Background: an optimization exercise with open tools, aiming at small area, a short achievable clock period and few clock cycles per item. Do not read the settings as production practice. Where RTL was checked, it was by simulation tests only, not by an equivalence proof against the original. No functional check of the RTL was part of runs 1, 7 and 8. Power is estimated from default activity; no workload was simulated.

===== design/flow/design.v =====
module md5(
    input clk,
    input reset,
    input [0:8*8-1] input_num,
    input input_valid,
    output [0:128-1] output_hash,
    output output_valid
);
localparam [31:0] H0 = 32'h67452301;
localparam [31:0] H1 = 32'hefcdab89;
localparam [31:0] H2 = 32'h98badcfe;
localparam [31:0] H3 = 32'h10325476;
reg idle;        
reg rnd;         
reg fin;         
reg done;        
reg [6:0] i;     
reg [31:0] b, c, d, x;
reg [31:0] w0, w1;   
wire [31:0] in_w0 = {input_num[24:31], input_num[16:23], input_num[8:15], input_num[0:7]};
wire [31:0] in_w1 = {input_num[56:63], input_num[48:55], input_num[40:47], input_num[32:39]};
always @(posedge clk) begin
    if (reset) begin
        idle <= 1'b1;
        rnd <= 1'b0;
        fin <= 1'b0;
        done <= 1'b0;
    end else begin
        if (idle && input_valid) begin
            idle <= 1'b0;
            rnd <= 1'b1;
        end
        if (rnd && i[5:0] == 6'd63) begin
            rnd <= 1'b0;
            fin <= 1'b1;
        end
        if (fin && i[1:0] == 2'd2) begin
            fin <= 1'b0;
            done <= 1'b1;
        end
    end
end
wire step = rnd || fin;
wire [6:0] i_next = idle ? 7'd0 : i + 7'd1;
always @(posedge clk)
    i <= i_next;
reg [3:0] fs, rc, rf;
reg [3:0] fs_n, rc_n, rf_n;
always @(*) begin
    fs_n = 4'd0;
    fs_n[i_next[5:4]] = 1'b1;
    rc_n = 4'd0;
    rc_n[i_next[1:0]] = 1'b1;
    rf_n = 4'd0;
    case ({i_next[5:4], i_next[1:0]})
        4'd0, 4'd1, 4'd2: rf_n[3] = 1'b1;
        4'd3: rf_n[2] = 1'b1;
        4'd4: rf_n[1] = 1'b1;
        4'd5, 4'd6, 4'd7: rf_n[0] = 1'b1;
        4'd8: rf_n[0] = 1'b1;
        4'd9, 4'd10: rf_n[2] = 1'b1;
        4'd11: rf_n[3] = 1'b1;
        4'd12: rf_n[2] = 1'b1;
        default: rf_n[1] = 1'b1;
    endcase
end
always @(posedge clk) begin
    fs <= fs_n;
    rc <= rc_n;
    rf <= rf_n;
end
reg [31:0] knext;
reg sel_w0, sel_w1;
always @(posedge clk) begin
    case (i_next)
        7'd0: knext <= 32'he8c7b756;
        7'd1: knext <= 32'h2420715b;
        7'd2: knext <= 32'hc1bdceee;
        7'd3: knext <= 32'hf57c0faf;
        7'd4: knext <= 32'h4787c62a;
        7'd5: knext <= 32'ha8304613;
        7'd6: knext <= 32'hfd469501;
        7'd7: knext <= 32'h698098d8;
        7'd8: knext <= 32'h8b44f7af;
        7'd9: knext <= 32'hffff5bb1;
        7'd10: knext <= 32'h895cd7be;
        7'd11: knext <= 32'h6b901122;
        7'd12: knext <= 32'hfd987193;
        7'd13: knext <= 32'ha67943ce;
        7'd14: knext <= 32'h49b40821;
        7'd15: knext <= 32'hf61e2562;
        7'd16: knext <= 32'hc040b340;
        7'd17: knext <= 32'h265e5a51;
        7'd18: knext <= 32'he9b6c7aa;
        7'd19: knext <= 32'hd62f105d;
        7'd20: knext <= 32'h02441453;
        7'd21: knext <= 32'hd8a1e681;
        7'd22: knext <= 32'he7d3fbc8;
        7'd23: knext <= 32'h21e1cde6;
        7'd24: knext <= 32'hc3370816;
        7'd25: knext <= 32'hf4d50d87;
        7'd26: knext <= 32'h455a14ed;
        7'd27: knext <= 32'ha9e3e905;
        7'd28: knext <= 32'hfcefa478;
        7'd29: knext <= 32'h676f02d9;
        7'd30: knext <= 32'h8d2a4c8a;
        7'd31: knext <= 32'hfffa3942;
        7'd32: knext <= 32'h8771f681;
        7'd33: knext <= 32'h6d9d6122;
        7'd34: knext <= 32'hfde5384c;
        7'd35: knext <= 32'ha4beea44;
        7'd36: knext <= 32'h4bdecfa9;
        7'd37: knext <= 32'hf6bb4b60;
        7'd38: knext <= 32'hbebfbc70;
        7'd39: knext <= 32'h289b7ec6;
        7'd40: knext <= 32'heaa127fa;
        7'd41: knext <= 32'hd4ef3085;
        7'd42: knext <= 32'h04881d05;
        7'd43: knext <= 32'hd9d4d039;
        7'd44: knext <= 32'he6db99e5;
        7'd45: knext <= 32'h1fa27cf8;
        7'd46: knext <= 32'hc4ac56e5;
        7'd47: knext <= 32'hf4292244;
        7'd48: knext <= 32'h432aff97;
        7'd49: knext <= 32'hab9423e7;
        7'd50: knext <= 32'hfc93a039;
        7'd51: knext <= 32'h655b59c3;
        7'd52: knext <= 32'h8f0ccc92;
        7'd53: knext <= 32'hffeff47d;
        7'd54: knext <= 32'h85845dd1;
        7'd55: knext <= 32'h6fa87e4f;
        7'd56: knext <= 32'hfe2ce6e0;
        7'd57: knext <= 32'ha3014314;
        7'd58: knext <= 32'h4e0811a1;
        7'd59: knext <= 32'hf7537e82;
        7'd60: knext <= 32'hbd3af235;
        7'd61: knext <= 32'h2ad7d33b;
        7'd62: knext <= 32'heb86d391;
        7'd63: knext <= 32'h67452301;
        7'd64: knext <= 32'h10325476;
        7'd65: knext <= 32'h98badcfe;
        7'd66: knext <= 32'hefcdab89;
        default: knext <= 32'h0;
    endcase
    sel_w0 <= i_next == 7'd18 || i_next == 7'd40 || i_next == 7'd47;
    sel_w1 <= i_next == 7'd0 || i_next == 7'd15 || i_next == 7'd35 || i_next == 7'd54;
end
wire [31:0] wnext = ({32{sel_w0}} & w0) | ({32{sel_w1}} & w1);
wire [31:0] x_a = idle ? H0 : d;
wire [31:0] x_k = idle ? 32'hd76aa478 : knext;
wire [31:0] x_m = idle ? in_w0 : wnext;
wire [31:0] x_next = x_a + x_k + x_m;
wire [31:0] f = ({32{fs[0]}} & ((b & c) | (~b & d)))
              | ({32{fs[1]}} & ((d & b) | (~d & c)))
              | ({32{fs[2]}} & (b ^ c ^ d))
              | ({32{fs[3]}} & (c ^ (b | ~d)));
wire [31:0] t = f + x;
wire [31:0] t1 = ({32{rc[0]}} & {t[27:0], t[31:28]})
               | ({32{rc[1]}} & {t[22:0], t[31:23]})
               | ({32{rc[2]}} & {t[17:0], t[31:18]})
               | ({32{rc[3]}} & {t[11:0], t[31:12]});
wire [31:0] t2 = ({32{rf[0]}} & t1)
               | ({32{rf[1]}} & {t1[30:0], t1[31]})
               | ({32{rf[2]}} & {t1[29:0], t1[31:30]})
               | ({32{rf[3]}} & {t1[28:0], t1[31:29]});
wire [31:0] b_next = b + t2;
always @(posedge clk) begin
    if (rnd)
        b <= b_next;
    else if (fin)
        b <= x;
    else if (idle)
        b <= H1;
end
always @(posedge clk) begin
    if (idle) begin
        c <= H2;
        d <= H3;
        w0 <= in_w0;
        w1 <= in_w1;
    end else if (step) begin
        c <= b;
        d <= c;
    end
end
always @(posedge clk) begin
    if (idle || step)
        x <= x_next;
end
assign output_valid = done;
assign output_hash = {d[7:0], d[15:8], d[23:16], d[31:24],
                      x[7:0], x[15:8], x[23:16], x[31:24],
                      b[7:0], b[15:8], b[23:16], b[31:24],
                      c[7:0], c[15:8], c[23:16], c[31:24]};
endmodule

===== design/flow/flow/run.sh =====
#!/bin/bash
set -euo pipefail
export BUFFER_PORTS_ARGS="-buffer_cell sky130_fd_sc_hd__buf_1"
bash standard.sh > standard.log 2>&1

===== design/flow/standard.sh =====
#!/bin/bash
# synth_recipe.tcl (not shown) runs the flow's synth.tcl, then flattens the netlist and writes it again
# the make line also repeats each setting of config.mk as NAME=value (left out here)
make -C /OpenROAD-flow-scripts/flow DESIGN_CONFIG=/design/flow/config.mk WORK_HOME=/design/flow/orfs CLKGATE_MAP_FILE= SYNTH_SCRIPT=/design/flow/synth_recipe.tcl "${@:-finish}"

===== design/flow/config.mk =====
export PLATFORM = sky130hd
export DESIGN_NAME = md5
export DESIGN_NICKNAME = md5
export VERILOG_FILES = /design/flow/design.v
export SDC_FILE = /design/flow/constraint.sdc
export NUM_CORES = 4
export LEC_CHECK = 0
export ABC_AREA = 1
export CAP_MARGIN = 20
export CORE_MARGIN = 2
export CORE_UTILIZATION = 40
export PLACE_DENSITY = 0.6
export SETUP_SLACK_MARGIN = 4.5
export SLEW_MARGIN = 20

===== design/flow/constraint.sdc =====
create_clock -name core_clock -period 10.0 [get_ports {clk}]
set_input_delay 2.0000 -clock core_clock [delete_from_list [all_inputs] [get_ports {clk}]]
set_output_delay 2.0000 -clock core_clock [all_outputs]
set_load 0.01 [all_outputs]

==> results of run 1 <==
## synthesized netlist by cell type, types with 3 or more instances
| cell type | instances | area share |
|---|---|---|
| a211oi_1 | 4 | 0.0014 |
| a21boi_0 | 4 | 0.0014 |
| a21o_1 | 22 | 0.0077 |
| a21oi_1 | 169 | 0.040 |
| a221o_1 | 34 | 0.016 |
| a221oi_1 | 8 | 0.0033 |
| a22o_1 | 10 | 0.0041 |
| a31oi_1 | 19 | 0.0056 |
| and2_1 | 12 | 0.0035 |
| buf_1 | 16 | 0.0028 |
| buf_2 | 14 | 0.0033 |
| clkbuf_1 | 83 | 0.015 |
| dfxtp_1 | 121 | 0.11 |
| edfxtp_1 | 128 | 0.18 |
| fa_1 | 34 | 0.032 |
| ha_1 | 116 | 0.068 |
| inv_1 | 401 | 0.070 |
| inv_2 | 9 | 0.0016 |
| nand2_1 | 756 | 0.13 |
| nand3_1 | 142 | 0.033 |
| nand3b_1 | 4 | 0.0014 |
| nand4_1 | 65 | 0.019 |
| nor2_1 | 330 | 0.058 |
| nor2_2 | 3 | 0.00088 |
| nor3_1 | 41 | 0.0096 |
| o2111ai_1 | 50 | 0.020 |
| o211ai_1 | 52 | 0.018 |
| o21a_1 | 4 | 0.0014 |
| o21ai_0 | 332 | 0.078 |
| o21ai_1 | 26 | 0.0061 |
| o21bai_1 | 8 | 0.0028 |
| o221ai_1 | 9 | 0.0037 |
| o22ai_1 | 17 | 0.0050 |
| o31ai_1 | 3 | 0.0011 |
| or2_2 | 19 | 0.0056 |
| xnor2_1 | 23 | 0.0094 |
| xor2_1 | 39 | 0.016 |
## logic make-up (layout without fill, tap and decap cells)
family / count (synthesis) / after routing / share of synthesized area
and+or+nand+nor: 1380 / 1380 / 0.267
AOI/OAI and AO/OA: 786 / 786 / 0.221
buffers and inverters: 525 / 789 / 0.0933
DFF: 249 / 249 / 0.293
adders and majority gates: 150 / 150 / 0.0997
xor gates and xnor gates: 62 / 62 / 0.0254
other: 0 / 2 / 0
## worst max-delay path, delay by kind of cell, from the launching register on
kind	cells	cell delay [ns]
buffers and inverters	5	0.50
adder cells (fa/ha/maj)	2	0.66
AO/OA/AOI/OAI	8	1.87
AND/OR/NAND/NOR	12	1.35
XOR/XNOR	1	0.13
flip-flops	1	0.52
## sequential cells by signal, indices dropped and copies added (netlist names), 4 cells and up
register and count:
rf 4, fs 4, w0 32, w1 32
i 7, c 32, b 32, d 32
x 32, knext 32, rc 4
## layer usage
layer	GRT usage	vias up	routed length, µm
met2	0.506	1265	41600
met1	0.443	11291	39600
met5	0	-	15
met4	0.172	2	6230
met3	0.0489	289	8510
li1	-	11185	-
## per-stage QoR
step / area, µm² / power, µW / hold slack (ns)
6_report: 25500 / 8390 / 0.503
5_1_grt: 25500 / 8910 / 0.514
4_1_cts: 24200 / 7590 / 0.506
3_5_place_dp: 22800 / 6310 / 0.488
3_3_place_gp: 22800 / 6340 / 0.450
2_1_floorplan: 21400 / 4700 / 0.503
## path summary, 6_finish.rpt
kind                            start    end  slack (ns)  cells after the start
worst min-delay path             done   done        0.50                      2
worst max register to register  b[18]  b[25]        4.64                     28
worst max-delay path            b[18]  b[25]        4.64                     28
worst min register to register   done   done        0.50                      2
## layout make-up
cell class                      count  area [µm²]
Fill cell                        5496       27300
Timing Repair Buffer              323        1710
Clock buffer                       35         769
Clock inverter                     21         206
Multi-Input combinational cell   2378       14100
Antenna cell                        2        5.00
Sequential cell                   249        6290
Tap cell                          688         861
Inverter                          410        1550
## power by group
group / leakage (µW) / internal [µW] / switching (µW)
logic: 0.00827 / 1970 / 3620
clock network: 0.000469 / 628 / 477
registers: 0.00228 / 1300 / 394
total: 0.0110 / 3900 / 4490
## timing repair
action,in CTS,in global routing
gates resized for setup,41,214
endpoints found under the hold margin,0,0
cloned,0,0
setup endpoints to repair,23,25
hold buffers,0,0
buffers inserted,31,63
pin swaps,13,73
==> results.toml, run 1 <==
[outcome]
status = "no timing/DRC/antenna violations"

[logic_synthesis]
synthCells = 3152
synth_area_per_cell_um2 = 6.79
synth_seq_cells = 249
yosysUniqueCellTypes = 54
synth_flop_cell = "edfxtp_1"
async_reset_ff_frac = 0
synth_edf_count = 128
ys_warn_count = 1
syn_area_mm2 = 0.0214
yosysSeqAreaShare = 0.293
synth_nets = 3369

[global_routing]
antenna_found_initial = 5
grt_overflow = 0
grt_max_degree = 81
grt_pass1_wl_mm = 137
grtUsageTotal = 0.327
grt_pass1_vias = 21279

[pwr]
p_per_area_mw_per_mm2 = 329
ir_drop_uv = 166
p_leak_uw = 0.0110

[placement]
place_congestion = 1.05
portBuffers = 195
placedCellCount = 3954
dp_hpwl_mm = 72.6
dp_slack_ns = 3.56

[timing]
tightest_slew_ns = 1.13
maxSlewHeadroom = 0.248
fmax_mhz = 187
layout_setup_ws_ns = 4.64
fin_setup_tns_ns = 0
hold_viol = 0
maxSlewViolCount = 0
setup_viol = 0
rsz0062_at_grt = "true"
skew_ns = 0.0155
fin_crit_ns = 5.36
fin_crit_sh = 0.536

[cells_and_area]
fin_util = 0.483
area_delta_synth_final_pct = 19.2
nNetsFinal = 3609
finalNonFillerCells = 4106
layout-drive-gt1-share = 0.118
final_cell_mix = "nand2_1 (733), inv_1 (381), o21ai_0 (311)"
final_common_cell = "nand2_1"

[setup_path]
slowest_stage = "edfxtp_1"
path_max_fanout = 6
startpoint_type = "flop"
path_class = "reg2reg"
cp.required_ns = 10.35
cp_common_cell = "nand2_1"
worstPathArrival_ns = 5.71
end_kind = "flop"
max_stage_delay_ns = 0.52

[floorplanning]
rows = 84
core_area_mm2 = 0.0528
die-area_mm2 = 0.0553
initial_utilization = 0.405
fp.dieW_um = 235
dieHeight_um = 235
ioPinCount = 196

[drt]
post_drt_via_cell_ratio = 5.85
antenna_left = 0
drt_iter0_markers = 2540
routed_wl_mm = 95.9
dr.pass1.iters = 6
wl_per_cell_um = 23.4
via_count = 24032
drc = 0

[min_path]
min_path_type = "reg2reg"

[clocking]
clock_latency_ns = 0.62
root_buffer = "clkbuf_16"
clk_pin_slew_ns = 0.06
cts_tree = "built"
clock_sink_count = 249
clk_path_buf_depth = 3
h-tree-depth = 1
numCtsBuffers = 30

[run]
drv_cap = 0
==> run 2, diff against run 1 <==
--- a/design/flow/design.v
+++ b/design/flow/design.v
@@ -19,26 +19,17 @@
 reg [31:0] w0, w1;   
 wire [31:0] in_w0 = {input_num[24:31], input_num[16:23], input_num[8:15], input_num[0:7]};
 wire [31:0] in_w1 = {input_num[56:63], input_num[48:55], input_num[40:47], input_num[32:39]};
+wire last_rnd = i[5:0] == 6'd63;
+wire last_fin = i[1:0] == 2'd2;
+wire idle_n = reset || (idle && !input_valid);
+wire rnd_n = !reset && ((idle && input_valid) || (rnd && !last_rnd));
+wire fin_n = !reset && ((rnd && last_rnd) || (fin && !last_fin));
+wire done_n = !reset && (done || (fin && last_fin));
 always @(posedge clk) begin
-    if (reset) begin
-        idle <= 1'b1;
-        rnd <= 1'b0;
-        fin <= 1'b0;
-        done <= 1'b0;
-    end else begin
-        if (idle && input_valid) begin
-            idle <= 1'b0;
-            rnd <= 1'b1;
-        end
-        if (rnd && i[5:0] == 6'd63) begin
-            rnd <= 1'b0;
-            fin <= 1'b1;
-        end
-        if (fin && i[1:0] == 2'd2) begin
-            fin <= 1'b0;
-            done <= 1'b1;
-        end
-    end
+    idle <= idle_n;
+    rnd <= rnd_n;
+    fin <= fin_n;
+    done <= done_n;
 end
 wire step = rnd || fin;
 wire [6:0] i_next = idle ? 7'd0 : i + 7'd1;
@@ -48,21 +39,26 @@
 reg [3:0] fs_n, rc_n, rf_n;
 always @(*) begin
     fs_n = 4'd0;
-    fs_n[i_next[5:4]] = 1'b1;
     rc_n = 4'd0;
-    rc_n[i_next[1:0]] = 1'b1;
     rf_n = 4'd0;
-    case ({i_next[5:4], i_next[1:0]})
-        4'd0, 4'd1, 4'd2: rf_n[3] = 1'b1;
-        4'd3: rf_n[2] = 1'b1;
-        4'd4: rf_n[1] = 1'b1;
-        4'd5, 4'd6, 4'd7: rf_n[0] = 1'b1;
-        4'd8: rf_n[0] = 1'b1;
-        4'd9, 4'd10: rf_n[2] = 1'b1;
-        4'd11: rf_n[3] = 1'b1;
-        4'd12: rf_n[2] = 1'b1;
-        default: rf_n[1] = 1'b1;
-    endcase
+    if (rnd_n) begin
+        fs_n[i_next[5:4]] = 1'b1;
+        rc_n[i_next[1:0]] = 1'b1;
+        case ({i_next[5:4], i_next[1:0]})
+            4'd0, 4'd1, 4'd2: rf_n[3] = 1'b1;
+            4'd3: rf_n[2] = 1'b1;
+            4'd4: rf_n[1] = 1'b1;
+            4'd5, 4'd6, 4'd7: rf_n[0] = 1'b1;
+            4'd8: rf_n[0] = 1'b1;
+            4'd9, 4'd10: rf_n[2] = 1'b1;
+            4'd11: rf_n[3] = 1'b1;
+            4'd12: rf_n[2] = 1'b1;
+            default: rf_n[1] = 1'b1;
+        endcase
+    end else if (fin_n) begin
+        rc_n[0] = 1'b1;
+        rf_n[0] = 1'b1;
+    end
 end
 always @(posedge clk) begin
     fs <= fs_n;
@@ -163,15 +159,9 @@
                | ({32{rf[1]}} & {t1[30:0], t1[31]})
                | ({32{rf[2]}} & {t1[29:0], t1[31:30]})
                | ({32{rf[3]}} & {t1[28:0], t1[31:29]});
-wire [31:0] b_next = b + t2;
-always @(posedge clk) begin
-    if (rnd)
-        b <= b_next;
-    else if (fin)
-        b <= x;
-    else if (idle)
-        b <= H1;
-end
+wire [31:0] bop = idle ? H1 : fin ? 32'd0 : b;
+always @(posedge clk)
+    b <= bop + t2;
 always @(posedge clk) begin
     if (idle) begin
         c <= H2;
@@ -187,9 +177,12 @@
     if (idle || step)
         x <= x_next;
 end
+wire [31:0] o0 = {d[3:0], d[31:4]};
+wire [31:0] o2 = {b[3:0], b[31:4]};
+wire [31:0] o3 = {c[3:0], c[31:4]};
 assign output_valid = done;
-assign output_hash = {d[7:0], d[15:8], d[23:16], d[31:24],
+assign output_hash = {o0[7:0], o0[15:8], o0[23:16], o0[31:24],
                       x[7:0], x[15:8], x[23:16], x[31:24],
-                      b[7:0], b[15:8], b[23:16], b[31:24],
-                      c[7:0], c[15:8], c[23:16], c[31:24]};
+                      o2[7:0], o2[15:8], o2[23:16], o2[31:24],
+                      o3[7:0], o3[15:8], o3[23:16], o3[31:24]};
 endmodule
--- a/design/flow/config.mk
+++ b/design/flow/config.mk
@@ -9,6 +9,8 @@
 export CAP_MARGIN = 20
 export CORE_MARGIN = 2
 export CORE_UTILIZATION = 40
+export CTS_CLUSTER_DIAMETER = 80
+export CTS_CLUSTER_SIZE = 25
 export PLACE_DENSITY = 0.6
-export SETUP_SLACK_MARGIN = 4.5
+export SETUP_SLACK_MARGIN = 5
 export SLEW_MARGIN = 20
==> run 2 against run 1 <==
  * Critical endpoint is now b[28]
  * Sequential cell count stayed put
  * Clock skew is 0.012 ns higher
  * Still clean
  * Register-to-register slack better by 0.46 ns
  * Critical path depth is 3 higher
==> results.toml, run 2 <==
[outcome]
status = "no timing/DRC/antenna violations"

[logic_synthesis]
synth_seq_cells = 249
yosys.area.top_type = "dfxtp_1"
synth_commonest_cells = "nand2_1 (752), inv_1 (387), o21ai_0 (302)"
synth_nets = 3346
async_reset_ff_frac = 0
yosysMostFrequentCell = "nand2_1"
synth_area_per_cell_um2 = 6.75
yosysSeqAreaShare = 0.282
synth_top_area_share = 0.145
yosysUniqueCellTypes = 56
synth_edf_count = 96
synth_area_leaders = "dfxtp_1 (15%), edfxtp_1 (14%), nand2_1 (13%)"
syn_area_mm2 = 0.0211
synth_flop_cell = "dfxtp_1"
ys_warn_count = 1
synthCells = 3128

[floorplanning]
initial_utilization = 0.403
fp.dieW_um = 234
rows = 84
dieHeight_um = 234
ioPinCount = 196
die-area_mm2 = 0.0546
core_area_mm2 = 0.0523

[global_routing]
grt_max_degree = 79
grt_pass1_wl_mm = 132
antenna_found_initial = 1
grt_overflow = 0
grtUsageTotal = 0.319
grt_pass1_vias = 20878

[clocking]
clock_sink_count = 249
root_buffer = "clkbuf_16"
h-tree-depth = 1
clock_latency_ns = 0.57
cts_hold_buf = 0
clk_path_buf_depth = 3
clk_pin_slew_ns = 0.09
cts_tree = "built"
numCtsBuffers = 21

[setup_path]
reg2reg_depth = 31
path_max_fanout = 5
cp_common_cell = "nand2_1"
path_class = "reg2reg"
r2r_end = "b[28]"
critPathLaunch = "b[15]"
slowest_stage = "dfxtp_1"
cp.required_ns = 10.49
max_stage_delay_ns = 0.52
timing.rr.start = "b[15]"
startpoint_type = "flop"
worstPathArrival_ns = 5.39
r2r_slack_ns = 5.11
end_kind = "flop"

[cells_and_area]
fin_util = 0.480
final_common_cell = "nand2_1"
finalNonFillerCells = 4022
fill_cells = 5412
layout-drive-gt1-share = 0.142
final-seq-area_mm2 = 0.00605
nNetsFinal = 3537
area_delta_synth_final_pct = 18.9
multi_input_area_mm2 = 0.0145
final_cell_mix = "nand2_1 (716), inv_1 (377), o21ai_0 (286)"
n_antenna_cell = 0

[timing]
fin_setup_tns_ns = 0
setup_viol = 0
hold_viol = 0
fin_crit_sh = 0.489
fmax_mhz = 204
tightest_slew_ns = 0.854
rsz0062_at_grt = "true"
fin_crit_ns = 4.89
maxSlewHeadroom = 0.429
skew_ns = 0.0277
hold_slack_ns = 0.483
maxSlewViolCount = 0

[drt]
via_count = 23173
wl_per_cell_um = 22.5
routed_wl_mm = 90.5
post_drt_via_cell_ratio = 5.76
dr.pass1.iters = 6
drt_iter0_markers = 3032
drc = 0
antenna_left = 0

[min_path]
hold_end = "done"
hp-start = "done"
whs_path_depth = 2
min_path_type = "reg2reg"

[placement]
dp_hpwl_mm = 69.2
placedCellCount = 3924
portBuffers = 195
place_congestion = 1.06

[pwr]
p_leak_uw = 0.0110
p_per_area_mw_per_mm2 = 196
ir_drop_uv = 105

[run]
drv_cap = 0
## run 2: cell types whose count changed in the layout (fill, tap and decap cells not counted), moves of 10 or more
cell      before  now
dfxtp_2        5   47
nand2_1      733  716
ha_4          18   28
xor2_1        37   59
dfxtp_1      110   94
nor2_1       292  245
nand3_1      128  146
nand2_2       19   37
buf_4        124   85
o21ai_0      311  286
nor2_2        31   49
edfxtp_1     128   96
## run 2: how the worst max path moves through the flow
stage            end  slack, ns  cells after the start
4_1_cts        b[31]       5.00                     30
6_report       b[28]       5.11                     31
2_1_floorplan  x[20]       5.46                     14
5_1_grt        b[28]       4.83                     33
3_5_place_dp   b[30]       3.58                     29
3_3_place_gp   b[28]       3.67                     29
## run 2: cells by family after synthesis
logic type,Yosys count,synth area share
buffers and inverters,520,0.0951
AND/OR/NAND/NOR,1377,0.275
flip-flops,249,0.282
AO/OA/AOI/OAI,744,0.211
adder cells (fa/ha/maj),151,0.102
XOR/XNOR,87,0.0361
## run 2: metrics by stage
stage                     setup slack, ns  cell area (µm²)  total power, µW
after detailed placement             3.58            22500             3550
after global routing                 4.83            25100             5180
final                                5.11            25100             4910
after CTS                            5.00            23700             4580
after floorplan                      5.46            21100             2750
after global placement               3.67            22500             3560
## run 2: area by class of cell
class,instances,area share
flip-flops and latches,249,0.241
clock inverters,15,0.00977
clock buffers,23,0.0212
inverters,402,0.0604
well taps,688,0.0343
repair buffers,286,0.0574
multi-input cells,2359,0.576
## run 2: critical path: cells and delay by family (launching register included)
kind / cells / cell delay [ns]
AO/OA/AOI/OAI: 6 / 1.17
adder cells (fa/ha/maj): 3 / 0.84
XOR/XNOR: 2 / 0.44
flip-flops: 1 / 0.52
buffers and inverters: 3 / 0.30
AND/OR/NAND/NOR: 17 / 1.54
## run 2: what timing repair did
action,4_1_cts,5_1_grt
gates resized for setup,82,281
buffers inserted,18,42
endpoints found under the setup margin,31,34
pin swaps,18,79
## run 2: where the power goes
| part | leakage (µW) | internal, µW | switching (µW) | total (µW) |
|---|---|---|---|---|
| clock | 0.000373 | 438 | 510 | 947 |
| sequential | 0.00223 | 1250 | 281 | 1540 |
| combinational | 0.00843 | 838 | 1590 | 2430 |
## run 2: layer usage
metal / track usage / vias to the layer above / wire length (µm) / part of all wire
li1: - / 10941 / - / -
met1: 0.433 / 10879 / 38500 / 0.43
met2: 0.501 / 1150 / 39700 / 0.44
met3: 0.0698 / 203 / 8490 / 0.094
met4: 0.107 / 0 / 3730 / 0.041
met5: 0 / - / 0 / 0
Testbench counts of run 2, summed over its fixed seeds: cycles 26,872, hashes 384.
==> run 3, diff against run 2 <==
--- a/design/flow/config.mk
+++ b/design/flow/config.mk
@@ -9,8 +9,6 @@
 export CAP_MARGIN = 20
 export CORE_MARGIN = 2
 export CORE_UTILIZATION = 40
-export CTS_CLUSTER_DIAMETER = 80
-export CTS_CLUSTER_SIZE = 25
 export PLACE_DENSITY = 0.6
-export SETUP_SLACK_MARGIN = 5
+export SETUP_SLACK_MARGIN = 4.9
 export SLEW_MARGIN = 20
==> run 3 against run 2 <==
  * Clock-buffer cell count increased by 11
  * Critical endpoint unchanged
  * Via count is 0.32% lower
  * Maximum frequency shrank 1.3%
  * Power up 3.9%
  * Global-route usage up 0.091 points
  * Area after synthesis is the same
  * Critical path type unchanged
  * Sequential share of layout area decreased by 0.12 points
  * Clock power grew 25%
  * Sequential cell count is the same
==> results.toml, run 3 <==
[cells_and_area]
layout-drive-gt1-share = 0.130
final_cell_mix = "nand2_1 (718), inv_1 (380), o21ai_0 (286)"
nNetsFinal = 3535
n_antenna_cell = 0
area_delta_synth_final_pct = 18.9
fin_area_mm2 = 0.0251
final_common_cell = "nand2_1"
fill_cells = 5436

[floorplanning]
initial_utilization = 0.403
ioPinCount = 196
dieHeight_um = 234
rows = 84
core_area_mm2 = 0.0523
die-area_mm2 = 0.0546
fp.dieW_um = 234

[min_path]
min_path_type = "reg2reg"
hp-start = "done"
whs_path_depth = 2
hold_end = "done"

[logic_synthesis]
yosysUniqueCellTypes = 56
ys_warn_count = 1
yosys.area.top_type = "dfxtp_1"
synth_commonest_cells = "nand2_1 (752), inv_1 (387), o21ai_0 (302)"
synth_nets = 3346
synth_flop_cell = "dfxtp_1"
syn_area_mm2 = 0.0211
synth_area_leaders = "dfxtp_1 (15%), edfxtp_1 (14%), nand2_1 (13%)"
async_reset_ff_frac = 0
yosysSeqAreaShare = 0.282
synth_edf_count = 96
synth_seq_cells = 249
synthCells = 3128
synth_area_per_cell_um2 = 6.75
yosysMostFrequentCell = "nand2_1"
synth_top_area_share = 0.145

[drt]
via_count = 23100
wl_per_cell_um = 22.5
dr.pass1.iters = 6
drt_iter0_markers = 2837
antenna_left = 0
routed_wl_mm = 90.6
drc = 0
post_drt_via_cell_ratio = 5.73

[setup_path]
path_max_fanout = 6
r2r_end = "b[28]"
r2r_slack_ns = 5.04
cp.required_ns = 10.53
slowest_stage = "dfxtp_1"
path_class = "reg2reg"
startpoint_type = "flop"
cp_common_cell = "nand2_1"
timing.rr.start = "b[17]"
end_kind = "flop"
max_stage_delay_ns = 0.52
reg2reg_depth = 30
worstPathArrival_ns = 5.48

[timing]
fin_crit_ns = 4.96
maxSlewHeadroom = 0.395
fin_setup_tns_ns = 0
maxSlewViolCount = 0
hold_viol = 0
rsz0062_at_grt = "true"
setup_viol = 0
tightest_slew_ns = 0.904
fmax_mhz = 202
hold_slack_ns = 0.476
skew_ns = 0.0216
fin_crit_sh = 0.496

[pwr]
p_per_area_mw_per_mm2 = 203
p_clk_frac = 0.232
power_frac_seq = 0.300
p_sw_frac = 0.459
p_leak_uw = 0.0111
p_switching_uw = 2340
total_power_uw = 5100
p_comb_frac = 0.468
ir_drop_uv = 121
p_int_uw = 2760

[global_routing]
grt_pass1_wl_mm = 132
grt_max_degree = 79
antenna_found_initial = 1
grt_overflow = 0
grtUsageTotal = 0.320
grt_pass1_vias = 20946

[outcome]
status = "no timing/DRC/antenna violations"

[placement]
portBuffers = 195
dp_hpwl_mm = 69.2
placed_cell_area_mm2 = 0.0225
place_congestion = 1.06

[run]
drv_cap = 0

[clocking]
cts_hold_buf = 0
cts_tree = "built"
numCtsBuffers = 30
h-tree-depth = 1
root_buffer = "clkbuf_16"
clock_sink_count = 249
clk_pin_slew_ns = 0.07
clock_latency_ns = 0.61
clk_path_buf_depth = 3
-- run 3: cell counts after synthesis --
No cell type changed its count.
-- run 3: worst max-delay path by stage --
| stage | endpoint | cells after the start | startpoint | slack (ns) |
|---|---|---|---|---|
| 2_1_floorplan | x[20] | 14 | input_num[4] | 5.46 |
| 6_report | b[28] | 30 | b[17] | 5.04 |
| 4_1_cts | b[31] | 28 | c[15] | 4.90 |
| 5_1_grt | b[31] | 29 | fs[0] | 4.75 |
| 3_5_place_dp | b[30] | 29 | fs[3] | 3.58 |
| 3_3_place_gp | b[28] | 29 | fs[3] | 3.67 |
-- run 3: critical path: cells and delay by family (launching register included) --
family                     cells  cell delay (ns)
buffers and inverters          3             0.21
DFF                            1             0.52
adders and majority gates      3             0.84
and+or+nand+nor               16             1.61
AOI/OAI and AO/OA              6             1.22
xor gates and xnor gates       2             0.46
-- run 3: timing repair --
| action | 4_1_cts | 5_1_grt |
|---|---|---|
| buffers inserted | 11 | 38 |
| resized for setup | 46 | 261 |
| pin swaps | 10 | 72 |
| endpoints found under the setup margin | 31 | 32 |
-- run 3: stage by stage --
stage          std cells   util  worst slack (ns)
2_1_floorplan       3128      -              5.46
3_3_place_gp        3924  0.429              3.67
3_5_place_dp        3924  0.429              3.58
4_1_cts             3991  0.454              4.90
5_1_grt             4029  0.480              4.75
6_report            4029  0.480              5.04
-- run 3: area by class of cell --
type                    instances  area (µm²)  area share
clock buffers                  34         776      0.0309
flip-flops and latches        249        6020       0.240
well taps                     688         861      0.0343
inverters                     402        1520      0.0604
clock inverters                22         277      0.0110
repair buffers                275        1360      0.0543
multi-input cells            2359       14300       0.569
-- run 3: cells by family (layout without fill, tap and decap cells) --
family | Yosys count | after routing | synth area share
fa+ha+maj | 151 | 151 | 0.102
buf+inv | 520 | 733 | 0.0951
flops | 249 | 249 | 0.282
xor+xnor | 87 | 87 | 0.0361
simple gates | 1377 | 1377 | 0.275
compound gates | 744 | 744 | 0.211
-- run 3: layer usage --
layer | vias to the layer above | track usage | routed length [µm]
met2 | 1160 | 0.501 | 40000
met1 | 10790 | 0.428 | 38000
li1 | 10940 | - | -
met3 | 210 | 0.0755 | 8600
met4 | 0 | 0.117 | 4010
met5 | - | 0 | 0
-- run 3: power by group through the flow --
stage / combinational (µW) / clock, µW / sequential, µW
after floorplan: 1320 / 0 / 1430
after global placement: 2020 / 0 / 1540
after detailed placement: 2010 / 0 / 1540
after CTS: 2070 / 1200 / 1520
after global routing: 2610 / 1240 / 1540
final: 2390 / 1180 / 1530
==> run 4, diff against run 3 <==
--- a/design/flow/config.mk
+++ b/design/flow/config.mk
@@ -10,5 +10,5 @@
 export CORE_MARGIN = 2
 export CORE_UTILIZATION = 40
 export PLACE_DENSITY = 0.6
-export SETUP_SLACK_MARGIN = 4.9
+export SETUP_SLACK_MARGIN = 4.5
 export SLEW_MARGIN = 20
==> run 4 against run 3 <==
  * Largest power group unchanged
  * Clock power is 7% lower
  * Register-to-register slack worse by 0.26 ns
  * Highest routed layer unchanged
  * Critical path depth is 1 lower
  * Maximum frequency is 4.9% lower
  * Synthesized cell count stayed put
  * Largest cell class unchanged
  * Power is 6.4% lower
  * Non-clock buffer count is 31 lower
  * First-iteration DRC count is 4.8% higher
==> results.toml, run 4 <==
[outcome]
status = "no timing/DRC/antenna violations"

[drt]
dr.pass1.iters = 7
drt_iter0_markers = 2972
wl_per_cell_um = 22.3
via_count = 22793
post_drt_via_cell_ratio = 5.70
antenna_left = 0
drc = 0
routed_wl_mm = 89.2

[logic_synthesis]
synth_compound_area_frac = 0.211
synth_seq_cells = 249
yosys.area.top_type = "dfxtp_1"
synth_nets = 3346
syn_area_mm2 = 0.0211
async_reset_ff_frac = 0
synth_edf_count = 96
synthSimpleGateAreaFrac = 0.275
synth_commonest_cells = "nand2_1 (752), inv_1 (387), o21ai_0 (302)"
synthXorXnorAreaFrac = 0.0361
synth_flop_cell = "dfxtp_1"
ys_warn_count = 1
synthCells = 3128
synth_top_family_by_area = "simple AND/OR/NAND/NOR gates"
yosysMostFrequentCell = "nand2_1"
synth.area.mux_share = 0
synthAdderAreaFrac = 0.102
yosysSeqAreaShare = 0.282
yosysUniqueCellTypes = 56
synth_area_leaders = "dfxtp_1 (15%), edfxtp_1 (14%), nand2_1 (13%)"
synth_top_area_share = 0.145
synth_area_per_cell_um2 = 6.75

[clocking]
clock_latency_ns = 0.60
h-tree-depth = 1
numCtsBuffers = 30
clk_pin_slew_ns = 0.06
root_buffer = "clkbuf_16"
clock_sink_count = 249
cts_hold_buf = 0
clk_path_buf_depth = 3
cts_tree = "built"

[placement]
portBuffers = 195
placed_cell_area_mm2 = 0.0225
dp_slack_ns = 3.65
place_congestion = 1.03
dp_hpwl_mm = 69.7

[timing]
maxSlewHeadroom = 0.415
maxSlewViolCount = 0
hold_slack_ns = 0.486
tightest_slew_ns = 0.871
fin_setup_tns_ns = 0
fmax_mhz = 192
hold_viol = 0
setup_viol = 0
skew_ns = 0.0392
layout_setup_ws_ns = 4.79
rsz0062_at_grt = "true"
fin_crit_sh = 0.521
fin_crit_ns = 5.21

[setup_path]
slowest_stage = "ha_1"
startpoint_type = "flop"
path_buf_inv = 2
reg2reg_depth = 29
end_kind = "flop"
path_max_fanout = 6
cp.depth = 29
cp_common_cell = "nand2_1"
path_class = "reg2reg"
cp.required_ns = 10.53
cp_top_family = "simple AND/OR/NAND/NOR gates"
worstPathArrival_ns = 5.74
max_stage_delay_ns = 0.46

[floorplanning]
die-area_mm2 = 0.0546
core_area_mm2 = 0.0523
fp.dieW_um = 234
ioPinCount = 196
dieHeight_um = 234
initial_utilization = 0.403
rows = 84

[global_routing]
grt_pass1_wl_mm = 132
grt_overflow = 0
grtUsageTotal = 0.317
grt_pass1_vias = 20848
grt_max_degree = 78
antenna_found_initial = 2

[pwr]
p_per_area_mw_per_mm2 = 200
ir_drop_uv = 130
p_leak_uw = 0.0108
total_power_uw = 4780

[cells_and_area]
nNetsFinal = 3504
final_cell_mix = "nand2_1 (745), inv_1 (387), o21ai_0 (298)"
final_common_cell = "nand2_1"
area_delta_synth_final_pct = 13.4
fin_area_mm2 = 0.0239
layout-drive-gt1-share = 0.0701

[min_path]
whs_path_depth = 2
min_path_type = "reg2reg"

[run]
drv_cap = 0
-- run 4: logic make-up (layout without fill, tap and decap cells) --
family          Yosys count  count (layout)
fa+ha+maj               151             151
compound gates          744             744
flops                   249             249
xor+xnor                 87              87
other cells               0               3
buf+inv                 520             702
simple gates           1377            1377
-- run 4: metrics by stage --
stage               utilization  cells
floorplan                     -   3128
global placement          0.429   3925
detailed placement        0.429   3925
CTS                       0.449   3982
global route              0.457   3998
finish                    0.458   4001
-- run 4: worst paths after layout --
check | start | end | slack (ns)
hold / removal | done | done | 0.49
hold reg to reg | done | done | 0.49
setup reg to reg | b[4] | b[30] | 4.79
setup / recovery | b[4] | b[30] | 4.79
-- run 4: power by group --
| group | total, µW | leakage [µW] | internal, µW | switching [µW] |
|---|---|---|---|---|
| logic | 2150 | 0.00808 | 687 | 1470 |
| clock network | 1100 | 0.000482 | 639 | 464 |
| registers | 1520 | 0.00223 | 1250 | 273 |
-- run 4: what timing repair did --
action / 4_1_cts / 5_1_grt
setup buffers: 1 / 16
setup endpoints to repair: 25 / 20
gates resized for setup: 10 / 75
pin swaps: 2 / 18
-- run 4: layout make-up --
cell class	instances	area (µm²)
Inverter	402	1520
Multi-Input combinational cell	2359	13500
Tap cell	688	861
Sequential cell	249	5960
Clock buffer	36	825
Antenna cell	3	7.51
Timing Repair Buffer	244	1100
Fill cell	5563	28400
Clock inverter	20	169
-- run 4: tightest hold or removal path, cell delays in order, from the launching register on --
cell     delay, ns
dfxtp_1       0.33
a21oi_1       0.04
nor2_1        0.08
-- run 4: routing by layer --
metal	wire, µm	vias up	global-route usage
met4	3580	0	0.107
met5	0	-	0
met2	38700	1141	0.493
met1	38100	10583	0.437
li1	-	10877	-
met3	8880	192	0.0649
==> run 5, diff against run 4 <==
--- a/design/flow/config.mk
+++ b/design/flow/config.mk
@@ -10,5 +10,5 @@
 export CORE_MARGIN = 2
 export CORE_UTILIZATION = 40
 export PLACE_DENSITY = 0.6
-export SETUP_SLACK_MARGIN = 4.5
+export SETUP_SLACK_MARGIN = 4.75
 export SLEW_MARGIN = 20
==> run 5 against run 4 <==
  * Die area is the same
  * Critical endpoint is now b[31]
  * Sequential share of layout area shrank 0.51 points
  * Sequential cell count is the same
  * Register-to-register slack gained 0.21 ns
  * Critical path type unchanged
  * Wire length grew 0.75%
  * Non-clock buffer count grew 14
  * Highest routed layer unchanged
  * Clock skew shrank 0.0059 ns
  * Still clean on timing, DRC and antenna
  * Largest power group unchanged
  * Setup slack gained 0.21 ns
  * Largest cell class unchanged
==> results.toml, run 5 <==
[setup_path]
slowest_stage = "dfxtp_1"
cp.required_ns = 10.49
cp_top_family = "simple AND/OR/NAND/NOR gates"
path_max_fanout = 32
worstPathArrival_ns = 5.50
startpoint_type = "flop"
cp_common_cell = "nand2_1"
path_class = "reg2reg"
path_buf_inv = 2
max_stage_delay_ns = 0.32
end_kind = "flop"

[logic_synthesis]
synth.area.mux_share = 0
synth_area_per_cell_um2 = 6.75
synth_top_area_share = 0.145
synthAdderAreaFrac = 0.102
synth_edf_count = 96
yosys.area.top_type = "dfxtp_1"
ys_warn_count = 1
synthCells = 3128
synthSimpleGateAreaFrac = 0.275
async_reset_ff_frac = 0
synth_nets = 3346
synth_area_leaders = "dfxtp_1 (15%), edfxtp_1 (14%), nand2_1 (13%)"
yosysSeqAreaShare = 0.282
synth_compound_area_frac = 0.211
synthXorXnorAreaFrac = 0.0361
yosysUniqueCellTypes = 56
synth_commonest_cells = "nand2_1 (752), inv_1 (387), o21ai_0 (302)"
yosysMostFrequentCell = "nand2_1"
synth_seq_cells = 249
synth_flop_cell = "dfxtp_1"
synth_top_family_by_area = "simple AND/OR/NAND/NOR gates"
syn_area_mm2 = 0.0211

[clocking]
root_buffer = "clkbuf_16"
clock_sink_count = 249
numCtsBuffers = 30
cts_tree = "built"
clock_latency_ns = 0.59
clk_path_buf_depth = 3
clk_pin_slew_ns = 0.06
h-tree-depth = 1
cts_hold_buf = 0

[floorplanning]
core_area_mm2 = 0.0523
rows = 84
fp.dieW_um = 234
initial_utilization = 0.403
dieHeight_um = 234
die-area_mm2 = 0.0546
ioPinCount = 196

[timing]
setup_viol = 0
layout_setup_ws_ns = 5.00
tightest_slew_ns = 0.906
skew_ns = 0.0333
fmax_mhz = 200
fin_setup_tns_ns = 0
hold_viol = 0
hold_slack_ns = 0.486
fin_crit_ns = 5.00
rsz0062_at_grt = "false"
maxSlewHeadroom = 0.392
fin_crit_sh = 0.500
maxSlewViolCount = 0

[global_routing]
grt_pass1_vias = 20887
grt_max_degree = 78
grt_util_met3 = 0.0654
grt_pass1_wl_mm = 132
antenna_found_initial = 2
grtUsageTotal = 0.318
grtUsageMet1 = 0.438
use_met2 = 0.494
top_usage_layer = "met2"
grt_overflow = 0

[outcome]
status = "no timing/DRC/antenna violations"

[drt]
wl_per_cell_um = 22.4
antenna_left = 0
routed_wl_mm = 89.9
post_drt_via_cell_ratio = 5.75
drt_iter0_markers = 3116
dr.pass1.iters = 6
drc = 0
via_count = 23085

[pwr]
p_per_area_mw_per_mm2 = 200
p_leak_uw = 0.0109
ir_drop_uv = 130
total_power_uw = 4920

[cells_and_area]
fill_cells = 5507
layout-drive-gt1-share = 0.111
final_common_cell = "nand2_1"
area_delta_synth_final_pct = 16.8
nNetsFinal = 3518
final_cell_mix = "nand2_1 (730), inv_1 (379), o21ai_0 (288)"

[min_path]
min_path_type = "reg2reg"

[placement]
portBuffers = 195
dp_hpwl_mm = 69.7
place_congestion = 1.03
dp_slack_ns = 3.65

[run]
drv_cap = 0
-- run 5: cell counts after synthesis --
Identical to the previous run, type by type.
-- run 5: kinds of logic (layout without fill, tap and decap cells) --
family / count (synthesis) / in the layout
flops: 249 / 249
fa+ha+maj: 151 / 151
other cells: 0 / 2
buf+inv: 520 / 716
compound gates: 744 / 744
simple gates: 1377 / 1377
xor+xnor: 87 / 87
-- run 5: timing repair --
item | CTS | global route
setup endpoints to repair | 28 | 21
buffers inserted | 6 | 25
pin swaps | 7 | 43
resized for setup | 20 | 224
-- run 5: where the power goes --
group	leakage (µW)	internal [µW]	switching [µW]
combinational	0.00821	765	1520
clock	0.000482	639	461
sequential	0.00223	1250	280
-- run 5: routing by layer --
layer  wire [µm]  share of wire  up-vias
met2       39200           0.44     1229
met3        9120           0.10      185
li1            -              -    10916
met4        3560          0.040        0
met1       38100           0.42    10755
met5           0              0        -
-- run 5: metrics by stage --
stage | area [µm²] | utilization | cells
finish | 24700 | 0.471 | 4014
global route | 24700 | 0.471 | 4012
CTS | 23600 | 0.451 | 3987
detailed placement | 22500 | 0.429 | 3925
global placement | 22500 | 0.429 | 3925
floorplan | 21100 | - | 3128
-- run 5: worst reg2reg max path, delay by kind of cell, from the launching register on --
family                   cells  cell delay (ns)
buffers and inverters        2             0.34
AO/OA/AOI/OAI                7             1.31
flip-flops                   1             0.32
adder cells (fa/ha/maj)      3             0.75
AND/OR/NAND/NOR             18             2.19
-- run 5: cell type report --
type	instances	area (µm²)	share of cell area
diodes	2	5.00	0.000203
clock buffers	36	825	0.0334
clock inverters	20	169	0.00685
inverters	402	1520	0.0616
multi-input cells	2359	14100	0.570
flip-flops and latches	249	6010	0.244
well taps	688	861	0.0349
repair buffers	258	1210	0.0492
-- run 5: path summary, 6_finish.rpt --
kind         endpoint  startpoint  slack (ns)  cells after the start
max reg2reg     b[31]       fs[2]        5.00                     30
min reg2reg      done        done        0.49                      2
max             b[31]       fs[2]        5.00                     30
min              done        done        0.49                      2
==> run 6, diff against run 5 <==
--- a/design/flow/config.mk
+++ b/design/flow/config.mk
@@ -9,6 +9,8 @@
 export CAP_MARGIN = 20
 export CORE_MARGIN = 2
 export CORE_UTILIZATION = 40
+export CTS_CLUSTER_DIAMETER = 80
+export CTS_CLUSTER_SIZE = 25
 export PLACE_DENSITY = 0.6
 export SETUP_SLACK_MARGIN = 4.75
 export SLEW_MARGIN = 20
==> run 6 against run 5 <==
  * Non-clock buffer count rose by 6
  * Critical path type unchanged
  * Via count down 0.94%
  * Register-to-register slack is essentially flat
  * Largest power group unchanged
  * Combinational power is essentially flat
  * Sequential cell count unchanged
  * Utilization fell by 0.46 points
  * Still clean
==> results.toml, run 6 <==
[timing]
fin_crit_ns = 5.01
hold_viol = 0
maxSlewViolCount = 0
maxSlewHeadroom = 0.417
layout_setup_ws_ns = 4.99
fin_crit_sh = 0.501
rsz0062_at_grt = "false"
skew_ns = 0.0270
fmax_mhz = 200
hold_slack_ns = 0.499
setup_viol = 0
tightest_slew_ns = 0.869
fin_setup_tns_ns = 0

[cells_and_area]
area_delta_synth_final_pct = 15.6
nNetsFinal = 3515
final_cell_mix = "nand2_1 (730), inv_1 (382), o21ai_0 (290)"
fin_util = 0.467
finalNonFillerCells = 4000
fill_cells = 5517
layout-drive-gt1-share = 0.107
final_common_cell = "nand2_1"

[run]
drv_cap = 0

[floorplanning]
die-area_mm2 = 0.0546
core_area_mm2 = 0.0523
fp.dieW_um = 234
initial_utilization = 0.403
ioPinCount = 196
dieHeight_um = 234
rows = 84

[logic_synthesis]
synthCells = 3128
yosysSeqAreaShare = 0.282
synth_edf_count = 96
yosysUniqueCellTypes = 56
synth_area_leaders = "dfxtp_1 (15%), edfxtp_1 (14%), nand2_1 (13%)"
synth_nets = 3346
yosys.area.top_type = "dfxtp_1"
synth_area_per_cell_um2 = 6.75
synth_seq_cells = 249
synth_flop_cell = "dfxtp_1"
async_reset_ff_frac = 0
synth_commonest_cells = "nand2_1 (752), inv_1 (387), o21ai_0 (302)"
syn_area_mm2 = 0.0211
yosysMostFrequentCell = "nand2_1"
synth_top_area_share = 0.145
ys_warn_count = 1

[setup_path]
worstPathArrival_ns = 5.50
cp_top_family = "simple AND/OR/NAND/NOR gates"
cp.required_ns = 10.49
end_kind = "flop"
startpoint_type = "flop"
max_stage_delay_ns = 0.43
cp_common_cell = "nand2_1"
path_buf_inv = 2
path_class = "reg2reg"
path_max_fanout = 32
slowest_stage = "fa_2"

[clocking]
clock_latency_ns = 0.56
clock_sink_count = 249
root_buffer = "clkbuf_16"
clk_pin_slew_ns = 0.10
clk_path_buf_depth = 3
h-tree-depth = 1
cts_hold_buf = 0
cts_tree = "built"
numCtsBuffers = 21

[drt]
antenna_left = 0
dr.pass1.iters = 6
wl_per_cell_um = 22.4
via_count = 22869
drc = 0
routed_wl_mm = 89.6
drt_iter0_markers = 3056
post_drt_via_cell_ratio = 5.72

[placement]
dp_slack_ns = 3.65
placedCellCount = 3925
portBuffers = 195
place_congestion = 1.03
dp_hpwl_mm = 69.7

[global_routing]
grt_pass1_wl_mm = 132
grt_max_degree = 78
grt_pass1_vias = 20772
grt_overflow = 0
antenna_found_initial = 2
grtUsageTotal = 0.318

[pwr]
ir_drop_uv = 152
p_leak_uw = 0.0108
p_per_area_mw_per_mm2 = 194

[outcome]
status = "no timing/DRC/antenna violations"

[min_path]
min_path_type = "reg2reg"
## run 6: cell types whose count changed in the layout (fill, tap and decap cells not counted), sizes merged
cell | previous run | this run
clkinvlp | 4 | 0
bufinv | 2 | 0
diode | 2 | 1
inv | 403 | 406
buf | 258 | 264
clkbuf | 36 | 23
clkinv | 13 | 10
## run 6: path summary, 6_finish.rpt
| kind | from | slack [ns] | to | depth (start not counted) |
|---|---|---|---|---|
| max | fs[0] | 4.99 | b[30] | 32 |
| min | done | 0.50 | done | 2 |
| max reg2reg | fs[0] | 4.99 | b[30] | 32 |
| min reg2reg | done | 0.50 | done | 2 |
## run 6: layout make-up
type / instances / area, µm² / area share
tap: 688 / 861 / 0.0353
clock buffer: 23 / 543 / 0.0222
timing repair buffer: 264 / 1260 / 0.0515
multi-input combinational: 2359 / 14000 / 0.573
inverter: 402 / 1520 / 0.0622
sequential: 249 / 6010 / 0.246
clock inverter: 14 / 221 / 0.00907
antenna: 1 / 2.50 / 0.000102
## run 6: report_power, final
part	switching (µW)	internal [µW]
combinational	1520	771
sequential	283	1250
clock	486	434
total	2280	2460
## run 6: worst register-to-register path: cells and delay by family (launching register included)
| family | cells | cell delay (ns) |
|---|---|---|
| flops | 1 | 0.32 |
| fa+ha+maj | 4 | 1.09 |
| buf+inv | 2 | 0.45 |
| xor+xnor | 1 | 0.15 |
| simple gates | 18 | 1.81 |
| compound gates | 7 | 1.11 |
## run 6: logic make-up (layout without fill, tap and decap cells)
group / after synthesis / after routing / synth area share
other: 0 / 1 / 0
adder cells (fa/ha/maj): 151 / 151 / 0.102
flip-flops: 249 / 249 / 0.282
XOR/XNOR: 87 / 87 / 0.0361
AND/OR/NAND/NOR: 1377 / 1377 / 0.275
AO/OA/AOI/OAI: 744 / 744 / 0.211
buffers and inverters: 520 / 703 / 0.0951
## run 6: metrics by stage
step,total power (µW),cell area (µm²)
floorplan,2750,21100
global placement,3570,22500
detailed placement,3550,22500
CTS,4500,23400
global route,5020,24400
finish,4740,24400
## run 6: what timing repair did
action	in CTS	in global routing
hold endpoints to repair	0	0
endpoints found under the setup margin	28	21
cloned	0	0
gates resized for setup	21	208
buffers inserted	7	30
pin swaps	8	38
## run 6: per-layer routing
| metal | vias to the layer above | share of wire | track usage |
|---|---|---|---|
| met3 | 200 | 0.098 | 0.0630 |
| met5 | - | 0 | 0 |
| met1 | 10600 | 0.42 | 0.438 |
| met2 | 1185 | 0.43 | 0.493 |
| li1 | 10884 | - | - |
| met4 | 0 | 0.045 | 0.114 |
==> run 7, diff against run 6 <==
--- a/design/flow/design.v
+++ b/design/flow/design.v
@@ -35,14 +35,19 @@
 wire [6:0] i_next = idle ? 7'd0 : i + 7'd1;
 always @(posedge clk)
     i <= i_next;
-reg [3:0] fs, rc, rf;
-reg [3:0] fs_n, rc_n, rf_n;
+reg [4:0] fs;
+reg [3:0] rc, rf;
+reg [4:0] fs_n;
+reg [3:0] rc_n, rf_n;
 always @(*) begin
-    fs_n = 4'd0;
+    fs_n = 5'd0;
     rc_n = 4'd0;
     rf_n = 4'd0;
     if (rnd_n) begin
-        fs_n[i_next[5:4]] = 1'b1;
+        if (i_next[5:0] == 6'd0)
+            fs_n[4] = 1'b1;
+        else
+            fs_n[i_next[5:4]] = 1'b1;
         rc_n[i_next[1:0]] = 1'b1;
         case ({i_next[5:4], i_next[1:0]})
             4'd0, 4'd1, 4'd2: rf_n[3] = 1'b1;
@@ -142,14 +147,15 @@
     sel_w1 <= i_next == 7'd0 || i_next == 7'd15 || i_next == 7'd35 || i_next == 7'd54;
 end
 wire [31:0] wnext = ({32{sel_w0}} & w0) | ({32{sel_w1}} & w1);
-wire [31:0] x_a = idle ? H0 : d;
-wire [31:0] x_k = idle ? 32'hd76aa478 : knext;
-wire [31:0] x_m = idle ? in_w0 : wnext;
+wire [31:0] x_a = idle ? 32'd0 : d;
+wire [31:0] x_k = idle ? 32'hd76aa477 : knext;
+wire [31:0] x_m = idle ? 32'd0 : wnext;
 wire [31:0] x_next = x_a + x_k + x_m;
 wire [31:0] f = ({32{fs[0]}} & ((b & c) | (~b & d)))
               | ({32{fs[1]}} & ((d & b) | (~d & c)))
               | ({32{fs[2]}} & (b ^ c ^ d))
-              | ({32{fs[3]}} & (c ^ (b | ~d)));
+              | ({32{fs[3]}} & (c ^ (b | ~d)))
+              | ({32{fs[4]}} & w0);
 wire [31:0] t = f + x;
 wire [31:0] t1 = ({32{rc[0]}} & {t[27:0], t[31:28]})
                | ({32{rc[1]}} & {t[22:0], t[31:23]})
--- a/design/flow/config.mk
+++ b/design/flow/config.mk
@@ -9,8 +9,6 @@
 export CAP_MARGIN = 20
 export CORE_MARGIN = 2
 export CORE_UTILIZATION = 40
-export CTS_CLUSTER_DIAMETER = 80
-export CTS_CLUSTER_SIZE = 25
 export PLACE_DENSITY = 0.6
-export SETUP_SLACK_MARGIN = 4.75
+export SETUP_SLACK_MARGIN = 5
 export SLEW_MARGIN = 20
==> run 7 against run 6 <==
  * Register-to-register slack better by 0.05 ns
  * Wire length is 5.7% higher
  * Clock skew is 0.017 ns higher
  * Final cell count is 3.8% higher
  * Power is 1.7% lower
  * Sequential share of layout area is 0.72 points lower
  * First-iteration DRC count is 18% lower
  * Critical path depth is 3 lower
  * Die area is 1.2% higher
  * Clock power is 27% higher
  * Global-route usage is 0.79 points higher
==> results.toml, run 7 <==
[floorplanning]
die-area_mm2 = 0.0553
dieHeight_um = 235
core_area_mm2 = 0.0527
initial_utilization = 0.406
rows = 84
fp.dieW_um = 235
ioPinCount = 196

[timing]
fin_crit_sh = 0.496
fmax_mhz = 202
rsz0062_at_grt = "true"
tightest_slew_ns = 1.00
maxSlewHeadroom = 0.331
layout_setup_ws_ns = 5.04
fin_setup_tns_ns = 0
fin_crit_ns = 4.96
maxSlewViolCount = 0
setup_viol = 0
skew_ns = 0.0438
hold_viol = 0

[global_routing]
grt_max_degree = 78
grt_pass1_wl_mm = 138
antenna_found_initial = 0
grtUsageTotal = 0.326
grt_pass1_vias = 21698
grt_overflow = 0

[logic_synthesis]
synth_seq_cells = 250
ys_warn_count = 1
yosysSeqAreaShare = 0.279
synthCells = 3220
synth_area_per_cell_um2 = 6.64
yosysMostFrequentCell = "nand2_1"
syn_area_mm2 = 0.0214
synth_area_leaders = "nand2_1 (16%), dfxtp_1 (14%), edfxtp_1 (13%)"
yosys.area.top_type = "nand2_1"
synth_flop_cell = "dfxtp_1"
synth_top_area_share = 0.158
async_reset_ff_frac = 0
synth_edf_count = 96
synth_commonest_cells = "nand2_1 (897), inv_1 (387), nor2_1 (282)"
synth_nets = 3445
yosysUniqueCellTypes = 61

[cells_and_area]
fill_cells = 5487
final_cell_mix = "nand2_1 (836), inv_1 (366), o21ai_0 (237)"
multi_input_area_mm2 = 0.0145
layout-drive-gt1-share = 0.151
n_antenna_cell = 0
final_common_cell = "nand2_1"
nNetsFinal = 3664
area_delta_synth_final_pct = 20.2
final-seq-area_mm2 = 0.00614

[setup_path]
cp.required_ns = 10.47
path_max_fanout = 32
slowest_stage = "ha_1"
end_kind = "flop"
cp_common_cell = "nand2_1"
startpoint_type = "flop"
path_class = "reg2reg"
worstPathArrival_ns = 5.43
max_stage_delay_ns = 0.38

[drt]
drc = 0
routed_wl_mm = 94.7
wl_per_cell_um = 22.8
antenna_left = 0
dr.pass1.iters = 6
drt_iter0_markers = 2499
post_drt_via_cell_ratio = 5.75
via_count = 23875

[pwr]
total_power_uw = 4660
p_leak_uw = 0.0116
p_per_area_mw_per_mm2 = 181
ir_drop_uv = 169

[placement]
portBuffers = 195
dp_hpwl_mm = 73.0
place_congestion = 1.05
dp_slack_ns = 4.37

[clocking]
clock_latency_ns = 0.61
clock_sink_count = 250
numCtsBuffers = 30
cts_hold_buf = 0
root_buffer = "clkbuf_16"
cts_tree = "built"
h-tree-depth = 1
clk_pin_slew_ns = 0.06
clk_path_buf_depth = 3

[run]
drv_cap = 0

[outcome]
status = "no timing/DRC/antenna violations"

[min_path]
min_path_type = "reg2reg"
==> run 7: cell count changes in the layout (fill, tap and decap cells not counted), sizes merged, moves of 21 or more <==
cell	change
a221o	-34
a22o	+22
a31oi	+38
buf	+42
nand2	+145
o2111ai	-38
o21ai	-21
==> run 7: worst max-delay path, delay by kind of cell (launching register included) <==
family,cells,cell delay (ns)
AND/OR/NAND/NOR,18,2.31
XOR/XNOR,1,0.19
flip-flops,1,0.31
buffers and inverters,3,0.43
AO/OA/AOI/OAI,5,0.83
adder cells (fa/ha/maj),2,0.74
==> run 7: repair_timing <==
| item | in CTS | in global routing |
|---|---|---|
| buffers inserted | 27 | 52 |
| gates resized for setup | 116 | 337 |
| setup endpoints to repair | 20 | 37 |
| pin swaps | 34 | 156 |
==> run 7: cells by family after synthesis <==
group	Yosys count	synth area share
AND/OR/NAND/NOR	1473	0.285
AO/OA/AOI/OAI	722	0.197
buffers and inverters	517	0.0931
flip-flops	250	0.279
adder cells (fa/ha/maj)	158	0.104
XOR/XNOR	100	0.0413
==> run 7: path summary, 6_finish.rpt <==
check,from,end,slack (ns),cells past startpoint
hold / removal,d[19],d[19],0.51,2
setup / recovery,fs[0],b[31],5.04,29
hold reg to reg,d[19],d[19],0.51,2
setup reg to reg,fs[0],b[31],5.04,29
==> run 7: per-stage QoR <==
stage               cell area, µm²  utilization  instances  hold WS (ns)
CTS                          24200        0.460       4098         0.514
finish                       25700        0.488       4151         0.508
detailed placement           22700        0.431       4015         0.517
global route                 25700        0.488       4151         0.535
floorplan                    21400            -       3220         0.503
global placement             22700        0.431       4015         0.510
==> run 7: cell type report <==
| type | count | share of cell area |
|---|---|---|
| clock buffers | 36 | 0.0313 |
| clock inverters | 20 | 0.00892 |
| inverters | 398 | 0.0584 |
| multi-input cells | 2453 | 0.565 |
| flip-flops and latches | 250 | 0.239 |
| well taps | 688 | 0.0335 |
| repair buffers | 306 | 0.0642 |
==> run 7: power by group <==
group	total (µW)	internal (µW)	switching (µW)
sequential	1480	1230	255
combinational	2010	709	1300
clock	1170	698	470
total	4660	2640	2020
==> run 7: per-layer routing <==
metal | global-route usage | vias up | routed length [µm]
li1 | - | 11197 | -
met1 | 0.460 | 11203 | 40700
met2 | 0.495 | 1259 | 40600
met3 | 0.0427 | 216 | 8450
met4 | 0.144 | 0 | 4950
met5 | 0 | - | 0
==> run 8, diff against run 7 <==
--- a/design/flow/config.mk
+++ b/design/flow/config.mk
@@ -10,5 +10,5 @@
 export CORE_MARGIN = 2
 export CORE_UTILIZATION = 40
 export PLACE_DENSITY = 0.6
-export SETUP_SLACK_MARGIN = 5
+export SETUP_SLACK_MARGIN = 4.75
 export SLEW_MARGIN = 20
==> run 8 against run 7 <==
  * Clock power hardly changed
  * Still clean on timing, DRC and antenna
  * Critical endpoint unchanged
  * Utilization is 1.6 points lower
  * Largest cell class unchanged
  * Hold slack better by 0.014 ns
  * Clock skew is 0.0020 ns higher
  * Die area stayed put
==> results.toml, run 8 <==
[drt]
dr.pass1.iters = 6
wl_per_cell_um = 22.8
drt_iter0_markers = 2584
routed_wl_mm = 93.9
drc = 0
via_count = 23565
post_drt_via_cell_ratio = 5.72
antenna_left = 0

[floorplanning]
fp.dieW_um = 235
rows = 84
die-area_mm2 = 0.0553
initial_utilization = 0.406
ioPinCount = 196
dieHeight_um = 235
core_area_mm2 = 0.0527

[logic_synthesis]
ys_warn_count = 1
synth_area_per_cell_um2 = 6.64
synth_flop_cell = "dfxtp_1"
synthCells = 3220
syn_area_mm2 = 0.0214
yosysSeqAreaShare = 0.279
yosys.area.top_type = "nand2_1"
synth_nets = 3445
synth_commonest_cells = "nand2_1 (897), inv_1 (387), nor2_1 (282)"
synth_seq_cells = 250
yosysMostFrequentCell = "nand2_1"
async_reset_ff_frac = 0
yosysUniqueCellTypes = 61
synth_edf_count = 96
synth_area_leaders = "nand2_1 (16%), dfxtp_1 (14%), edfxtp_1 (13%)"
synth_top_area_share = 0.158

[setup_path]
worstPathArrival_ns = 5.59
slowest_stage = "ha_1"
reg2reg_depth = 31
cp.required_ns = 10.47
max_stage_delay_ns = 0.40
path_class = "reg2reg"
startpoint_type = "flop"
path_max_fanout = 6
end_kind = "flop"
cp_common_cell = "nand2_1"

[timing]
maxSlewViolCount = 0
fin_crit_ns = 5.11
rsz0062_at_grt = "true"
hold_viol = 0
setup_viol = 0
maxSlewHeadroom = 0.335
fin_setup_tns_ns = 0
skew_ns = 0.0458
fin_crit_sh = 0.511
fmax_mhz = 196
tightest_slew_ns = 0.996

[global_routing]
grt_util_met3 = 0.0435
grt_max_degree = 78
grt_pass1_wl_mm = 138
top_usage_layer = "met2"
antenna_found_initial = 1
grtUsageTotal = 0.325
use_met2 = 0.496
grtUsageMet1 = 0.459
grt_overflow = 0
grt_pass1_vias = 21627

[min_path]
whs_path_depth = 2
min_path_type = "reg2reg"

[pwr]
ir_drop_uv = 168
p_leak_uw = 0.0113
p_per_area_mw_per_mm2 = 180

[outcome]
status = "no timing/DRC/antenna violations"

[cells_and_area]
area_delta_synth_final_pct = 16.2
nNetsFinal = 3630
finalNonFillerCells = 4117
layout-drive-gt1-share = 0.104
fill_cells = 5543
fin_area_mm2 = 0.0248
final_cell_mix = "nand2_1 (877), inv_1 (384), o21ai_0 (268)"
n_antenna_cell = 0
final_common_cell = "nand2_1"

[clocking]
cts_tree = "built"
clock_latency_ns = 0.61
numCtsBuffers = 30
cts_hold_buf = 0
clock_sink_count = 250
clk_path_buf_depth = 3
clk_pin_slew_ns = 0.06
root_buffer = "clkbuf_16"
h-tree-depth = 1

[placement]
placed_cell_area_mm2 = 0.0227
dp_hpwl_mm = 73.0
portBuffers = 195
placedCellCount = 4015
place_congestion = 1.05

[run]
drv_cap = 0
-- run 8: cell counts after synthesis --
No cell type changed its count.
-- run 8: final timing paths --
check                           startpoint     to  slack [ns]
worst max-delay path                 b[18]  b[31]        4.89
worst max register to register       b[18]  b[31]        4.89
worst min-delay path                  done   done        0.52
worst min register to register        done   done        0.52
-- run 8: layout make-up --
class / count / area, µm² / share of cell area
Multi-Input combinational cell: 2453 / 14000 / 0.564
Tap cell: 688 / 861 / 0.0346
Timing Repair Buffer: 272 / 1350 / 0.0545
Clock buffer: 36 / 805 / 0.0324
Inverter: 398 / 1500 / 0.0603
Clock inverter: 20 / 229 / 0.00922
Sequential cell: 250 / 6090 / 0.245
-- run 8: timing repair --
| item | in CTS | in global routing |
|---|---|---|
| endpoints found under the setup margin | 14 | 19 |
| pin swaps | 26 | 56 |
| resized for setup | 87 | 151 |
| buffers inserted | 21 | 24 |
-- run 8: routing by layer --
layer / wire (µm) / up-vias
li1: - / 11125
met1: 40700 / 11068
met2: 40200 / 1162
met3: 8240 / 208
met4: 4760 / 2
met5: 13 / -
-- run 8: metrics by stage --
| stage | hold slack (ns) | utilization | setup WS (ns) | total power [µW] |
|---|---|---|---|---|
| 2_1_floorplan | 0.503 | - | 5.36 | 2420 |
| 3_3_place_gp | 0.510 | 0.431 | 4.39 | 3090 |
| 3_5_place_dp | 0.517 | 0.431 | 4.37 | 3070 |
| 4_1_cts | 0.508 | 0.457 | 4.79 | 4310 |
| 5_1_grt | 0.553 | 0.472 | 4.65 | 4700 |
| 6_report | 0.523 | 0.472 | 4.89 | 4480 |
-- run 8: kinds of logic after synthesis --
logic type               count (synthesis)  share of synthesized area
buffers and inverters                  517                     0.0931
AND/OR/NAND/NOR                       1473                      0.285
XOR/XNOR                               100                     0.0413
AO/OA/AOI/OAI                          722                      0.197
flip-flops                             250                      0.279
adder cells (fa/ha/maj)                158                      0.104
-- run 8: worst max-delay path, delay by kind of cell, from the launching register on --
kind | cells | cell delay (ns)
DFF | 1 | 0.39
and+or+nand+nor | 17 | 2.05
adders and majority gates | 2 | 0.77
buffers and inverters | 5 | 0.57
xor gates and xnor gates | 1 | 0.19
AOI/OAI and AO/OA | 6 | 1.02
-- run 8: where the power goes --
part	switching, µW	leakage [µW]	internal (µW)	total [µW]
clock network	466	0.000498	698	1160
logic	1220	0.00855	618	1840
registers	251	0.00223	1230	1480

## re-timing with driven ports
The results above use ideal ports. As a check the final layouts listed here were re-extracted and re-timed, cells and wires unchanged. Step 1 sets driving cells, clkbuf_16 on the clock port and buf_2 on the other inputs (assumed; they add their load-dependent delay and slew). Step 2 adds t to the input delays and takes it off the output delays; t is the mean of the earliest and latest rising clock arrival at the registers after step 1. Input paths then give back, and output paths get back, about the clock's delay inside the block. Slacks: ideal ports / drivers / drivers and shift; pairs: ideal ports / drivers.
run | t, ns | setup slack, ns | hold slack, ns | worst data-port slew with drivers (ns)
run 1 | 0.667 | 4.644 / 4.644 / 4.347 | 0.503 / 0.503 / 0.503 | 0.05
run 2 | 0.614 | 5.105 / 5.105 / 4.814 | 0.483 / 0.483 / 0.483 | 0.05
run 3 | 0.655 | 5.043 / 5.043 / 4.831 | 0.476 / 0.476 / 0.476 | 0.05
run 4 | 0.636 | 4.786 / 4.786 / 4.763 | 0.486 / 0.486 / 0.486 | 0.05
run 5 | 0.635 | 4.996 / 4.996 / 4.733 | 0.486 / 0.486 / 0.486 | 0.05
run 6 | 0.611 | 4.992 / 4.992 / 4.805 | 0.499 / 0.499 / 0.499 | 0.05
run 7 | 0.654 | 5.039 / 5.039 / 5.039 | 0.508 / 0.508 / 0.508 | 0.04
run 8 | 0.655 | 4.888 / 4.888 / 4.888 | 0.523 / 0.523 / 0.523 | 0.04
After both steps setup and hold are still met in every run listed. The setup slack of run 1, which loses most, moves by 0.000 ns with the drivers and by -0.297 ns with both steps.
